Background: an optimization exercise with open tools, aiming at small area, a short achievable clock period and few clock cycles. Do not read the settings as production practice. In this exercise RTL edits were held to simulation tests only and were not proved equivalent to the original. Power and IR drop assume default switching activity.

## run A
==> flow/design.v <==
`default_nettype none
module regFile (clk, rst, sa, sb, rdata_a, rdata_b, we, waddr, wdata);
   input wire        clk, rst;
   input wire [7:0]  sa, sb;
   output wire [15:0] rdata_a, rdata_b;
   input wire        we;
   input wire [2:0]  waddr;
   input wire [15:0] wdata;
   wire [7:0]  wsel = we ? (8'd1 << waddr) : 8'd0;
   wire [15:0] wd = rst ? 16'd0 : wdata;
   wire [15:0] r [0:7];
   genvar g;
   generate
      for (g = 0; g < 8; g = g + 1) begin : rg
         reg [15:0] q;
         always @(posedge clk)
            if (wsel[g] | rst) q <= wd;
         assign r[g] = q;
      end
   endgenerate
   reg [15:0] oa, ob;
   integer i;
   always @(*) begin
      oa = 16'd0; ob = 16'd0;
      for (i = 0; i < 8; i = i + 1) begin
         oa = oa | ({16{sa[i]}} & r[i]);
         ob = ob | ({16{sb[i]}} & r[i]);
      end
   end
   assign rdata_a = oa;
   assign rdata_b = ob;
endmodule
`default_nettype wire
`default_nettype none
module alu (a, b, inv_a, sh_op, sel_add, sel_xor, sel_andn, sel_sh, sel_set,
            set_op, sum, res);
   input wire [15:0] a;        
   input wire [15:0] b;        
   input wire        inv_a;    
   input wire [1:0]  sh_op;    
   input wire        sel_add, sel_xor, sel_andn, sel_sh, sel_set;
   input wire [1:0]  set_op;   
   output wire [15:0] sum;
   output wire [15:0] res;
   wire [15:0] x = a ^ {16{inv_a}};
   wire [16:0] s17 = {1'b0, x} + {1'b0, b} + {16'd0, inv_a};
   assign sum = s17[15:0];
   wire cout = s17[16];
   wire b_ge_a = (a[15] ^ b[15]) ? b[15] == 1'b0 : ~sum[15];
   wire eq = (a == b);
   wire setbit = (set_op == 2'b00) ? eq :
                 (set_op == 2'b01) ? (b_ge_a & ~eq) :
                 (set_op == 2'b10) ? b_ge_a :
                                     cout;
   wire [3:0] s = b[3:0];
   wire       right = sh_op[1];
   wire [15:0] a1 = right ? {a[14:0], a[15]} : a;
   wire [3:0] amt = s ^ {4{right}};
   wire [15:0] r0 = amt[0] ? {a1[14:0], a1[15]}   : a1;
   wire [15:0] r1 = amt[1] ? {r0[13:0], r0[15:14]} : r0;
   wire [15:0] r2 = amt[2] ? {r1[11:0], r1[15:12]} : r1;
   wire [15:0] r3 = amt[3] ? {r2[7:0], r2[15:8]}   : r2;
   reg [15:0] keep_l;    
   integer i;
   always @(*)
      for (i = 0; i < 16; i = i + 1) keep_l[i] = (i >= s);
   wire [15:0] keep_r;   
   genvar g;
   generate for (g = 0; g < 16; g = g + 1) begin : rv
      assign keep_r[g] = keep_l[15 - g];
   end endgenerate
   wire [15:0] mask = ~sh_op[0] ? 16'hffff : right ? keep_r : keep_l;
   wire [15:0] shres = r3 & mask;
   assign res = ({16{sel_add}}  & sum) |
                ({16{sel_xor}}  & (a ^ b)) |
                ({16{sel_andn}} & (a & ~b)) |
                ({16{sel_sh}}   & shres) |
                {15'd0, sel_set & setbit};
endmodule
`default_nettype wire
`default_nettype none
module proc ( 
   imem_addr, dmem_addr, dmem_wdata, dmem_wr, halt,
   clk, rst, imem_data, dmem_rdata
   );
   input wire clk;
   input wire rst;
   output wire [15:0] imem_addr;
   input wire [15:0]  imem_data;
   output wire [15:0] dmem_addr;
   output wire [15:0] dmem_wdata;
   output wire        dmem_wr;
   input wire [15:0]  dmem_rdata;
   output wire        halt;
   reg [15:0] pc;         
   reg [15:0] ir;         
   reg        ev;         
   reg        halted;
   reg [15:0] m_res, m_wdata;    
   reg        m_wr, m_ld, m_we;
   reg [2:0]  m_rd;
   wire [4:0] op = imem_data[15:11];
   wire [1:0] fn = imem_data[1:0];
   wire f_halt = (op == 5'b00000);
   wire f_jmp  = (op == 5'b00100) | (op == 5'b00110);    
   wire f_jrx  = (op == 5'b00101) | (op == 5'b00111);    
   wire f_link = (op == 5'b00110) | (op == 5'b00111);    
   wire f_alui = (op[4:2] == 3'b010);
   wire f_br   = (op[4:2] == 3'b011);
   wire f_st   = (op == 5'b10000) | (op == 5'b10011);    
   wire f_ld   = (op == 5'b10001);
   wire f_slbi = (op == 5'b10010);
   wire f_stu  = (op == 5'b10011);
   wire f_shi  = (op[4:2] == 3'b101);
   wire f_lbi  = (op == 5'b11000);
   wire f_btr  = (op == 5'b11001);
   wire f_shr  = (op == 5'b11010);
   wire f_alur = (op == 5'b11011);
   wire f_set  = (op[4:2] == 3'b111);
   wire [1:0] f_aop = f_alur ? fn : op[1:0];    
   wire f_alu = f_alui | f_alur;
   wire f_wr_rt = f_alui | f_shi;
   wire f_wr_rs = f_lbi | f_slbi | f_stu;
   wire f_wr_rd = f_btr | f_shr | f_alur | f_set;
   wire [2:0] f_dst = f_wr_rt ? imem_data[7:5] : f_wr_rs ? imem_data[10:8] :
                      f_wr_rd ? imem_data[4:2] : 3'd7;
   wire f_sx5 = (f_alui & ~op[1]) | (op[4:2] == 3'b100);    
   wire f_ihi = f_sx5 & imem_data[4];
   wire f_ctl = f_jmp | f_jrx | f_br;    
   wire f_apc = f_jmp | f_br;            
   wire [2:0] f_rs = imem_data[10:8];
   wire [2:0] f_rb = f_br ? imem_data[10:8] : imem_data[7:5];
   wire f_fw = ev & d_we & ~d_ld;
   wire f_fa = f_fw & (d_dst == f_rs);
   wire f_fb = f_fw & (d_dst == f_rb);
   reg        d_use_imm, d_inv_a, d_add, d_xor, d_andn, d_sh, d_set, d_btr, d_lbi,
              d_slbi, d_link, d_we, d_ld, d_st, d_halt, d_br, d_jmp, d_jrx, d_apc;
   reg [1:0]  d_sh_op;
   reg [2:0]  d_dst;
   reg [2:0]  d_rb;       
   reg [7:0]  d_sa, d_sb;   
   reg        d_fa, d_fb;   
   reg [2:0]  d_imm75;    
   reg [2:0]  d_imm108;   
   reg        d_imms;     
   always @(posedge clk) begin
      ir        <= imem_data;
      d_use_imm <= ~(op[4] & op[3]);
      d_inv_a   <= (f_alu & (f_aop == 2'b01)) | (f_set & (op[1] ^ op[0]));
      d_add     <= (f_alu & ~f_aop[1]) | (op[4:2] == 3'b100 & ~(op[1] & ~op[0]));
      d_xor     <= f_alu & (f_aop == 2'b10);
      d_andn    <= f_alu & (f_aop == 2'b11);
      d_sh      <= f_shi | f_shr;
      d_sh_op   <= f_shi ? op[1:0] : fn;
      d_set     <= f_set;
      d_btr     <= f_btr;
      d_lbi     <= f_lbi;
      d_slbi    <= f_slbi;
      d_link    <= f_link;
      d_we      <= f_wr_rt | f_wr_rs | f_wr_rd | f_link | f_ld;
      d_dst     <= f_ld ? imem_data[7:5] : f_dst;
      d_ld      <= f_ld;
      d_st      <= f_st;
      d_halt    <= f_halt;
      d_br      <= f_br;
      d_jmp     <= f_jmp;
      d_jrx     <= f_jrx;
      d_apc     <= f_apc;
      d_rb      <= f_rb;
      d_sa      <= (8'd1 << f_rs) & {8{~f_fa & ~f_apc}};
      d_sb      <= (8'd1 << f_rb) & {8{~f_fb}};
      d_fa      <= f_fa & ~f_apc;
      d_fb      <= f_fb;
      d_imm75   <= f_ctl ? imem_data[7:5] : {3{f_ihi}};
      d_imm108  <= f_jmp ? imem_data[10:8] : f_ctl ? {3{imem_data[7]}} : {3{f_ihi}};
      d_imms    <= f_jmp ? imem_data[10] : f_ctl ? imem_data[7] : f_ihi;
   end
   wire [2:0] rt = ir[7:5];
   wire [15:0] rfa, rfb;
   wire        rf_we;
   wire [2:0]  rf_wa;
   wire [15:0] rf_wd;
   regFile RF(.clk(clk), .rst(rst), .sa(d_sa), .sb(d_sb), .rdata_a(rfa), .rdata_b(rfb),
              .we(rf_we), .waddr(rf_wa), .wdata(rf_wd));
   wire [15:0] ra_d = rfa | ({16{d_fa}} & m_res) | ({16{d_apc}} & pc);
   wire [15:0] rb_d = rfb | ({16{d_fb}} & m_res);
   wire [15:0] imm = {{5{d_imms}}, d_imm108, d_imm75, ir[4:0]};
   wire [15:0] opb = d_use_imm ? imm : rb_d;
   wire [15:0] sum, alu_res;
   alu ALU(.a(ra_d), .b(opb), .inv_a(d_inv_a), .sh_op(d_sh_op), .sel_add(d_add),
           .sel_xor(d_xor), .sel_andn(d_andn), .sel_sh(d_sh), .sel_set(d_set),
           .set_op(ir[12:11]), .sum(sum), .res(alu_res));
   wire [15:0] btr;
   genvar g;
   generate for (g = 0; g < 16; g = g + 1) begin : bt
      assign btr[g] = ra_d[15 - g];
   end endgenerate
   wire [15:0] e_res = alu_res |
                       ({16{d_btr}}  & btr) |
                       ({16{d_lbi}}  & {{8{ir[7]}}, ir[7:0]}) |
                       ({16{d_slbi}} & {ra_d[7:0], ir[7:0]}) |
                       ({16{d_link}} & pc);
   wire zero = (rb_d == 16'd0);
   wire cond = (ir[12:11] == 2'b00) ? zero :
               (ir[12:11] == 2'b01) ? ~zero :
               (ir[12:11] == 2'b10) ? rb_d[15] : ~rb_d[15];
   wire taken = ev & (d_jmp | d_jrx | (d_br & cond));
   wire [15:0] target = sum;
   wire e_halt = ev & d_halt;
   wire f_hz = (imem_data[10:8] == rt) | (imem_data[7:5] == rt);
   wire stop = (ev & ((d_ld & f_hz) | d_halt)) | halted;
   wire [15:0] pc_inc = pc + 16'd2;
   assign rf_we = m_we;
   assign rf_wa = m_rd;
   assign rf_wd = m_ld ? dmem_rdata : m_res;
   always @(posedge clk) begin
      m_res   <= e_res;
      m_wdata <= rb_d;
      m_rd    <= d_dst;
      if (rst) begin
         pc     <= 16'd0;
         ev     <= 1'b0;
         halted <= 1'b0;
         m_wr   <= 1'b0;
         m_ld   <= 1'b0;
         m_we   <= 1'b0;
      end else begin
         pc     <= taken ? target : stop ? pc : pc_inc;
         ev     <= ~taken & ~stop;
         halted <= halted | e_halt;
         m_wr   <= ev & d_st;
         m_ld   <= ev & d_ld;
         m_we   <= ev & d_we;
      end
   end
   assign imem_addr  = pc;
   assign dmem_addr  = m_res;
   assign dmem_wdata = m_wdata;
   assign dmem_wr    = m_wr;
   assign halt       = e_halt | halted;
endmodule  
`default_nettype wire
clock: 12.0 ns
lec_check: 0
cap_margin: 20
core_margin: 2
core_utilization: 40
slew_margin: 20
standard.sh (not shown) runs the stock make flow with config.mk's settings and CLKGATE_MAP_FILE= SYNTH_SCRIPT=/design/flow/synth_recipe.tcl, a recipe that flattens the netlist after the stock synthesis.
==> flow/flow/run.sh <==
#!/bin/bash
# Own layout flow: the standard layout (standard.sh, unchanged synthesis,
# floorplan, power grid and routing), with two settings changed:
#  - the port buffers are buf_2 cells (the standard flow picks clkdlybuf4s50_1);
#  - timing repair aims for SETUP_MARGIN ns of setup slack at the design's
#    clock period (the constraints themselves are unchanged).
# The make output goes to flow_make.log; each ORFS step logs under orfs/logs.
set -euo pipefail
SETUP_MARGIN=$(cat flow/margin.txt)
bash standard.sh "BUFFER_PORTS_ARGS=-buffer_cell sky130_fd_sc_hd__buf_2" \
     "SETUP_SLACK_MARGIN=$SETUP_MARGIN" finish > flow_make.log 2>&1
==> flow/flow/margin.txt <==
7.0
Testbench counts of run A, summed over its fixed seeds: cycles 68,275.
What run B does differently from run A at the input level:
==> flow/flow/margin.txt <==
7.5
[summary]
When run B is measured against run A, its wire length on met3 turns out 130 um lower. Between run A and run B, the difference in post-route non-filler standard cell count is negligible. Sequential share of layout area delta (run A -> run B): insignificant.
Relative to run B, the following input files were edited for run C:
==> flow/flow/margin.txt <==
8.0
- Going from run B to run C, non-clock buffer count grows by 7.
- Between run C and run B, the difference in combinational share of power is negligible.
- The final cycle utilization of the critical path of run C is lower than that of run B.
- Going from run B to run C, post-CTS repair timing setup buffer count went up by 3, final area increased by about 1.1% relative to the old numbers, instance count after placement with tap cells included saw little to no change, power spent charging and discharging nets down 0.70%.
- Against run B as the reference, run C delivers a lower routed wire length.
- The lower final net count of run C and run B is in run B.
- Status: area occupied by registers parity (run C, run B)
- Starting density of the core: run B vs run C — no meaningful difference

== JK ==
Another version of the RTL of proc (not shown whole).
For scale: roughly 1200 cells after synthesis, about 240 flip-flops, ~13000 µm² of cells after synthesis.
Settings: LEC_CHECK=0, CAP_MARGIN=20, CORE_MARGIN=2, CORE_UTILIZATION=70, CTS_CLUSTER_DIAMETER=100, CTS_CLUSTER_SIZE=25, SLEW_MARGIN=20; clock period 12.0 ns.
==> flow/flow/run.sh <==
#!/bin/bash
# Own layout flow: the standard layout (standard.sh, unchanged synthesis,
# floorplan, power grid and routing), with two settings changed:
#  - the port buffers are the cell named in flow/iobuf.txt (the standard flow
#    picks clkdlybuf4s50_1);
set -euo pipefail
SETUP_MARGIN=$(cat flow/margin.txt)
IOBUF=$(cat flow/iobuf.txt)
bash standard.sh "BUFFER_PORTS_ARGS=-buffer_cell $IOBUF" \
     "SETUP_SLACK_MARGIN=$SETUP_MARGIN" finish > flow_make.log 2>&1
==> flow/flow/iobuf.txt <==
sky130_fd_sc_hd__buf_2
==> flow/flow/margin.txt <==
8.5
Both conditions hold for JK: the flow ran to the end and the final layout passed the timing, design-rule and antenna checks.
Testbench counts of JK, summed over its fixed seeds: cycles 68,275.
#### Input delta (MS over JK)
Settings: setting TNS_END_PERCENT to 10 for the first time.
==> results.txt <==
Summary — global-route wire length before repair, MS relative to JK: lower, by about 7%.
The type of the setup path with the least slack comes out in -> reg in one run and reg -> out in the other, namely in JK and MS respectively.
| total power | lower: MS |
Wire length on met3 | MS below JK
Against JK, worst hold slack in MS came out better.
Taking JK as the reference, in MS number of nets in the layout shows a reduction of 38, required time of the critical path shows a reduction of 2.83 ns, initial antenna violation count shows an increase of 1, post-synth design cell area shows no meaningful change, global-route usage over all layers shows a reduction of 3.4 points.
Per the comparison of MS with JK, share of power burned in the clock network decreased by 0.7 points relative to the old numbers, share of final layout cell area taken by non-clock buffers decreased by 2.4 points relative to the old numbers.
> inputs changed (MS -> AL)
Settings: clearing CTS_CLUSTER_DIAMETER, which used to be 100; clearing TNS_END_PERCENT, which used to be 10; clearing CTS_CLUSTER_SIZE, which used to be 25; swapping 70 for 40 in CORE_UTILIZATION.
-- flow/flow/run.sh --
<<< MS, line 4
#  - the port buffers are the cell named in flow/iobuf.txt (the standard flow
#    picks clkdlybuf4s50_1);
>>> AL, line 4
#  - the port buffers are buf_2 cells (the standard flow picks clkdlybuf4s50_1);
#  - timing repair aims for SETUP_MARGIN ns of setup slack at the design's
#    clock period (the constraints themselves are unchanged).
# The make output goes to flow_make.log; each ORFS step logs under orfs/logs.
<<< MS, line 8
IOBUF=$(cat flow/iobuf.txt)
bash standard.sh "BUFFER_PORTS_ARGS=-buffer_cell $IOBUF" \
>>> AL, line 10
bash standard.sh "BUFFER_PORTS_ARGS=-buffer_cell sky130_fd_sc_hd__buf_2" \
removed: flow/flow/iobuf.txt
## What came out
Looking at combinational share of power, AL sits 1.2 points below MS.
pc[11]$_SDFFE_PP0P_ as the origin of the worst setup path was reported by MS, and d_halt$_DFF_P_ by AL.
Note that the final cell count without fillers recorded for AL amounts to 1.16 times the value seen in MS.
MS → AL: area added between synthesis and finish +13 points, internal power summed over all cells has increased, final clock period utilization by the worst path dropped 1.5 points.
Here is what was changed in the inputs of TR compared with AL.
Settings: CORE_UTILIZATION changed from 40 to 80; CTS_CLUSTER_DIAMETER newly set to 100; CTS_CLUSTER_SIZE newly set to 25.
==> flow/flow/run.sh <==
#!/bin/bash
# Own layout flow: the standard layout (standard.sh, unchanged synthesis,
# floorplan, power grid and routing), with two settings changed:
#  - the port buffers are the cell named in flow/iobuf.txt (the standard flow
#    picks clkdlybuf4s50_1);
set -euo pipefail
SETUP_MARGIN=$(cat flow/margin.txt)
IOBUF=$(cat flow/iobuf.txt)
bash standard.sh "BUFFER_PORTS_ARGS=-buffer_cell $IOBUF" \
     "SETUP_SLACK_MARGIN=$SETUP_MARGIN" finish > flow_make.log 2>&1
==> flow/flow/iobuf.txt (new file) <==
sky130_fd_sc_hd__buf_2
==> flow/flow/margin.txt <==
8.25
On xor and xnor fraction of the mapped netlist area, AL and TR are neck and neck. Taking AL as the reference, in TR detailed-placement wirelength estimate went down, minimum setup slack after placement went up, cell area reported after detailed placement went down, effective utilization at floorplan went up. AL was carried through to the last stage, and its layout satisfied the timing, design-rule and antenna checks. Status(TR) = ERROR, stage = global routing. From AL to TR, average cell area after synthesis did not move at all. On number of enable-type register cells in the synthesized netlist, TR tracks AL almost exactly. Row count shrinks by more than a quarter when moving from AL to TR. Diff AL -> TR: count of cells resized by post-cts repair decreased 110, horizontal die dimension decreased 29%, global placement routability congestion increased about 12%.

## separate check: timing with driven ports
In the flow no input, the clock included, has a driving cell. The finished layouts below were timed again as built, in two steps.
Step 1 (the two cells are an assumption about what drives the block):
set clk [get_ports {clk}]
set_driving_cell -lib_cell sky130_fd_sc_hd__clkbuf_16 $clk
set_driving_cell -lib_cell sky130_fd_sc_hd__buf_2 [delete_from_list [all_inputs] $clk]
Step 2, shift: input delay + t, output delay - t, t = (earliest + latest rising clock arrival at the registers) / 2. This alone moves slack from input paths to output paths.
a / b / c = ideal ports / drivers / drivers and shift; a / b = the first two.
| run | t (ns) | slack for setup (ns) | clock arrival spread, ns |
|---|---|---|---|
| run A | 0.575 | 7.557 / 7.557 / 7.502 | 0.020 / 0.020 |
| run B | 0.575 | 7.592 / 7.592 / 7.489 | 0.019 / 0.019 |
| run C | 0.574 | 8.117 / 8.117 / 7.635 | 0.014 / 0.014 |
| JK | 0.549 | 8.067 / 8.052 / 7.502 | 0.049 / 0.049 |
| MS | 0.533 | 8.221 / 8.174 / 7.721 | 0.030 / 0.030 |
| AL | 0.588 | 8.396 / 8.345 / 7.883 | 0.024 / 0.024 |
After both steps every run listed still meets setup and hold. The setup slack of JK, which loses most, moves by -0.015 ns with the drivers and by -0.565 ns with both steps.
